This design comes from an exercise in tuning for small area, a short achievable clock period and few clock cycles per item on the open sky130 flow, not from production work. The RTL was checked by simulation tests, not by an equivalence proof against the original design.

==> flow/design.v <==
`timescale 1ns/1ps
module updateNeuron
(
	input						clk				,
	input						rst_n			,
	input						i_run			,
	input						i_init			,
	input						i_s_lern		,
	input						i_s_infr		,
	input signed 	[24:0]  	exc_current		,
	input signed 	[24:0]  	inh_current		,
	output 						o_s_init		,
	output						o_spike			,
	output						o_valid			,
	output			[4:0]		o_neuron_idx	,
	output			[49:0]		d_c				,
	output			[4:0]		addr_c			,
	output						ce_c			,
	output						we_c			,
	input			[49:0]		q_c				,
	output			[54:0]		d_m				,
	output			[4:0]		addr_m			,
	output						ce_m			,
	output						we_m			,
	input			[54:0]		q_m
);
localparam [24:0] E_REST     = 25'd5242880;	 
localparam [24:0] E_EXC      = 25'd6881280;	 
localparam [24:0] E_INH      = 25'd3604480;	 
localparam [24:0] THRESH_ADD = 25'd11240;
localparam [24:0] INH_MAX    = 25'd655360;
localparam [24:0] VT_INIT    = 25'd5406720;
reg			busy2;		 
reg			busy;		 
reg			initing;	 
reg			init_rd;	 
reg	[4:0]	idx;
wire idle       = !busy2 && !busy && !initing;
wire run        = idle && i_run;
wire init_start = idle && i_init;
wire [4:0] idx_nx = (idx == 5'd17) ? 5'd0 : idx + 5'd1;
always @(posedge clk or negedge rst_n) begin
	if (!rst_n) begin
		busy2   <= 1'b0;
		busy    <= 1'b0;
		initing <= 1'b0;
		init_rd <= 1'b0;
		idx     <= 5'd0;
	end else begin
		busy2 <= run;
		busy  <= busy2;
		if (init_start) begin
			initing <= 1'b1;
			init_rd <= 1'b1;
		end else if (initing) begin
			init_rd <= 1'b0;
			if (idx == 5'd17)
				initing <= 1'b0;
			idx <= idx_nx;
		end else if (busy) begin
			idx <= idx_nx;
		end
	end
end
wire		mem_ce   = busy2 || busy || init_start || initing;
wire		mem_we   = busy || init_start || (initing && !init_rd);
wire [4:0]	mem_addr = busy2 ? idx_nx : init_rd ? 5'd0 : idx;
wire	[24:0]	q_ge = q_c[49:25];
wire	[24:0]	q_gi = q_c[24:0];
wire	[24:0]	q_vt = q_m[24:0];
wire	[24:0]	q_dvt = E_REST - q_vt;
wire	[24:0]	q_vm = q_m[49:25];
wire			q_ref = q_m[54];
wire	[24:0]	q_dexc = E_EXC - q_vm;
wire	[24:0]	q_dinh = E_INH - q_vm;
wire	[24:0]	q_drest = E_REST - q_vm;
reg		[24:0]	pf_g, pf_gi, pf_vm, pf_vt, pf_vtl, pf_rr;
reg		[17:0]	pf_ma, pf_mb;
reg				pf_ref;
reg		[3:0]	pf_cnt;
always @(posedge clk) begin
	pf_g   <= q_ge - {{3{q_ge[24]}}, q_ge[24:3]};
	pf_gi  <= q_gi - {4'd0, q_gi[24:4]};
	pf_vm  <= q_vm;
	pf_ma  <= q_ref ? 18'd0 : q_dexc[24:7];
	pf_mb  <= q_ref ? 18'd0 : q_dinh[24:7];
	pf_rr  <= q_ref ? 25'd0 : {q_drest[24], q_drest[24:1]};
	pf_vt  <= q_vt;
	pf_vtl <= q_vt + {{17{q_dvt[24]}}, q_dvt[24:17]};	 
	pf_ref <= q_m[54];
	pf_cnt <= q_m[53:50];
end
wire	[24:0]	ge_n = pf_g + exc_current;
wire	[24:0]	gi_v = pf_gi[23:0] + inh_current[23:0];
wire	[25:0]	gi_w = pf_gi[23:0] + inh_current[23:0] + (25'd16777216 - 25'd655361);
wire	[24:0]	gi_t = {pf_gi[24] ^ inh_current[24] ^ gi_v[24], gi_v[23:0]};
wire			gi_big = !gi_t[24] && (gi_v[24] ? gi_w[25] : (gi_w[25] | gi_w[24]));
wire	[24:0]	gi_n = gi_big ? INH_MAX : gi_t;
wire	[17:0]	ma = pf_ma;
wire	[17:0]	mb = pf_mb;
wire	[24:0]	rr = pf_rr;
function [26:0] bz;
	input [24:0] x;
	input [2:0]  m;		 
	reg one, two, neg;
	reg [25:0] w;
	begin
		one = m[1] ^ m[0];
		two = (m[2] & ~m[1] & ~m[0]) | (~m[2] & m[1] & m[0]);
		neg = m[2];
		w = (one ? {x[24], x} : two ? {x, 1'b0} : 26'd0) ^ {26{neg}};
		bz = {~w[25], w};
	end
endfunction
wire [18:0] ma_x = {ma, 1'b0};
wire [18:0] mb_x = {mb, 1'b0};
wire [34:0] r1 [0:8];
wire [34:0] r2 [0:8];
wire [8:0]  n1, n2;
genvar gv;
generate for (gv = 0; gv < 9; gv = gv + 1) begin : g_pp
	assign r1[gv] = {8'd0, bz(ge_n, ma_x[2*gv+2:2*gv])} << (2*gv);
	assign r2[gv] = {8'd0, bz(gi_n, mb_x[2*gv+2:2*gv])} << (2*gv);
	assign n1[gv] = ma_x[2*gv+2];
	assign n2[gv] = mb_x[2*gv+2];
end endgenerate
wire [12:0] lo1 = r1[0][9:0] + r1[1][9:0] + r1[2][9:0] + r1[3][9:0] + r1[4][9:0]
				+ {n1[4], 1'b0, n1[3], 1'b0, n1[2], 1'b0, n1[1], 1'b0, n1[0]};
wire [26:0] r2t [0:4];
generate for (gv = 0; gv < 5; gv = gv + 1) begin : g_pp2t
	assign r2t[gv] = bz(gi_t, mb_x[2*gv+2:2*gv]);
end endgenerate
wire [12:0] lo2 = r2t[0][9:0] + {r2t[1][7:0], 2'd0} + {r2t[2][5:0], 4'd0}
				+ {r2t[3][3:0], 6'd0} + {r2t[4][1:0], 8'd0}
				+ {n2[4], 1'b0, n2[3], 1'b0, n2[2], 1'b0, n2[1], 1'b0, n2[0]};
wire [2:0]  k2_big = {2'd0, n2[0]} + {2'd0, n2[1]} + {2'd0, n2[2]} + {2'd0, n2[3]} + {2'd0, n2[4]};
wire [2:0]  k2 = gi_big ? k2_big : lo2[12:10];
localparam [34:0] KOFF = 35'h2AC000000;
localparam [24:0] KHI  = (KOFF >> 10) + (KOFF >> 10);
wire [25:0] h [0:18];
generate for (gv = 0; gv < 9; gv = gv + 1) begin : g_hi
	if (gv >= 6) begin : g_n
		assign h[gv]     = {1'b0, r1[gv][34:10]} | ({24'd0, n1[gv-1]} << (2*gv-12));
		assign h[gv + 9] = {1'b0, r2[gv][34:10]} | ({24'd0, n2[gv-1]} << (2*gv-12));
	end else begin : g_p
		assign h[gv]     = {1'b0, r1[gv][34:10]};
		assign h[gv + 9] = {1'b0, r2[gv][34:10]};
	end
end endgenerate
assign h[18] = {1'b0, rr + KHI + ({23'd0, n1[8]} << 6) + ({23'd0, n2[8]} << 6)};
function [51:0] csa;	 
	input [25:0] x, y, z;
	begin
		csa[25:0]  = x ^ y ^ z;
		csa[51:26] = {((x & y) | (x & z) | (y & z)), 1'b0};
	end
endfunction
wire [25:0] l1 [0:12];
wire [25:0] l2 [0:8];
wire [25:0] l3 [0:5];
generate for (gv = 0; gv < 6; gv = gv + 1) begin : g_l1
	assign {l1[2*gv+1], l1[2*gv]} = csa(h[3*gv], h[3*gv+1], h[3*gv+2]);
end endgenerate
assign l1[12] = h[18];
generate for (gv = 0; gv < 4; gv = gv + 1) begin : g_l2
	assign {l2[2*gv+1], l2[2*gv]} = csa(l1[3*gv], l1[3*gv+1], l1[3*gv+2]);
end endgenerate
assign l2[8] = l1[12];
generate for (gv = 0; gv < 3; gv = gv + 1) begin : g_l3
	assign {l3[2*gv+1], l3[2*gv]} = csa(l2[3*gv], l2[3*gv+1], l2[3*gv+2]);
end endgenerate
reg [25:0] s1_u [0:5];
reg [2:0]  s1_k1, s1_k2;
reg [24:0] s1_ge, s1_gi;
integer ii;
always @(posedge clk) begin
	for (ii = 0; ii < 6; ii = ii + 1)
		s1_u[ii] <= l3[ii];
	s1_k1 <= lo1[12:10];
	s1_k2 <= k2;
	if (run) begin
		s1_ge <= ge_n;
		s1_gi <= gi_n;
	end
end
wire [28:0] qs = s1_u[0] + s1_u[1] + s1_u[2] + s1_u[3] + s1_u[4] + s1_u[5] + s1_k1 + s1_k2;
wire [31:0] ms = {pf_vm, 7'd0} + s1_u[0] + s1_u[1] + s1_u[2] + s1_u[3] + s1_u[4] + s1_u[5] + s1_k1 + s1_k2;
wire [6:0]  corr = {3'd0, qs[28:25]} + {6'd0, qs[24]};
reg        lern_r, infr_r;
reg [24:0] s2_y;
reg [3:0]  s2_corr;
always @(posedge clk) begin
	if (run) begin
		lern_r <= i_s_lern;
		infr_r <= i_s_infr;
	end
	s2_y    <= ms[31:7];
	s2_corr <= corr[3:0];
end
wire [24:0] vm_n = {s2_y[24:18] - {3'd0, s2_corr}, s2_y[17:0]};
function sgt;
	input [24:0] a, b;
	reg [31:0] g, e;
	integer i, l;
	begin
		g = {7'd0, a & ~b};
		e = {7'd0, a | ~b};
		g[24] = ~a[24] & b[24];
		e[24] = ~a[24] | b[24];
		for (l = 1; l < 32; l = l * 2)
			for (i = 31; i >= 0; i = i - 1)
				if (i % (2 * l) >= l) begin
					e[i] = g[i] | (e[i] & e[i - (i % (2 * l)) + l - 1]);
					g[i] = g[i] | (e[i] & g[i - (i % (2 * l)) + l - 1]);
				end
		sgt = g[24];
	end
endfunction
wire [24:0] vt_n = lern_r ? pf_vtl : pf_vt;
wire [24:0] vt_f = vt_n + (infr_r ? 25'd0 : THRESH_ADD);
wire        fire = sgt(vm_n, vt_n);
wire [3:0]  rc1    = pf_ref ? pf_cnt + 4'd1 : pf_cnt;
wire        eleven = (rc1 == 4'd11);
wire [49:0] c_out = (fire || pf_ref) ? 50'd0 : {s1_ge, s1_gi};
wire [54:0] m_out = {(pf_ref | fire) & ~eleven, eleven ? 4'd0 : rc1,
					 fire ? E_REST : vm_n, fire ? vt_f : vt_n};
assign ce_c   = mem_ce;
assign ce_m   = mem_ce;
assign we_c   = mem_we;
assign we_m   = mem_we;
assign addr_c = mem_addr;
assign addr_m = mem_addr;
assign d_c    = busy ? c_out : 50'd0;
assign d_m    = busy ? m_out : {1'b0, 4'd0, E_REST, VT_INIT};
assign o_s_init     = initing;
assign o_spike      = fire;
assign o_valid      = busy;
assign o_neuron_idx = idx;
endmodule
export LEC_CHECK = 0
export CAP_MARGIN = 20
export CORE_MARGIN = 2
export CORE_UTILIZATION = 40
export SLEW_MARGIN = 20
create_clock -name core_clock -period 7.2 [get_ports {clk}]
run.sh (not shown) runs the stock make flow with config.mk's settings and CLKGATE_MAP_FILE= SYNTH_SCRIPT=/design/flow/synth_recipe.tcl, a recipe that flattens the netlist after the stock synthesis.
Testbench counts at the start, summed over its fixed seeds: cycles 7,776, items 2,592.
Then changed:
Settings changed: ABC_AREA from default to 1.
Die area went down by 7.5%.
Global-route usage went up by 0.18 points.
First-iteration DRC count went down by 28%.
Count of clock-buffer cells in the layout went down by 3.
Clock skew went down by 0.032 ns.
Wire length went down by 7.4%.
Register-to-register slack is better by 0.62 ns.

-- static timing again, ports no longer ideal --
No port has a modelled driver above. Below, the same layouts with a new extraction and two added sets of constraints.
Step 1 assumes that a clkbuf_16 drives the clock port and a buf_2 every other input.
Step 2 adds t to the input delays and takes it off the output delays; t is the mean of the earliest and latest rising clock arrival at the registers after step 1. Input paths then give back, and output paths get back, about the clock's delay inside the block.
Three values: ideal, step 1, step 2; two values: the first two.
| run | t (ns) | slack for setup (ns) | worst setup path at the end | worst register clock-pin slew, ns | worst slew at a driven data input, ns |
|---|---|---|---|---|---|
| the first run | 0.758 | 0.541 / 0.464 / -0.081 | input to register | 0.07 / 0.07 | 0.12 |
| the second run | 0.729 | 0.938 / 0.975 / 0.246 | input to register | 0.07 / 0.07 | 0.10 |
With both steps, setup timing fails in the first run, where it was met with ideal ports. For the second run, which loses most, drivers alone change the setup slack by +0.037 ns; drivers and shift together by -0.692 ns.
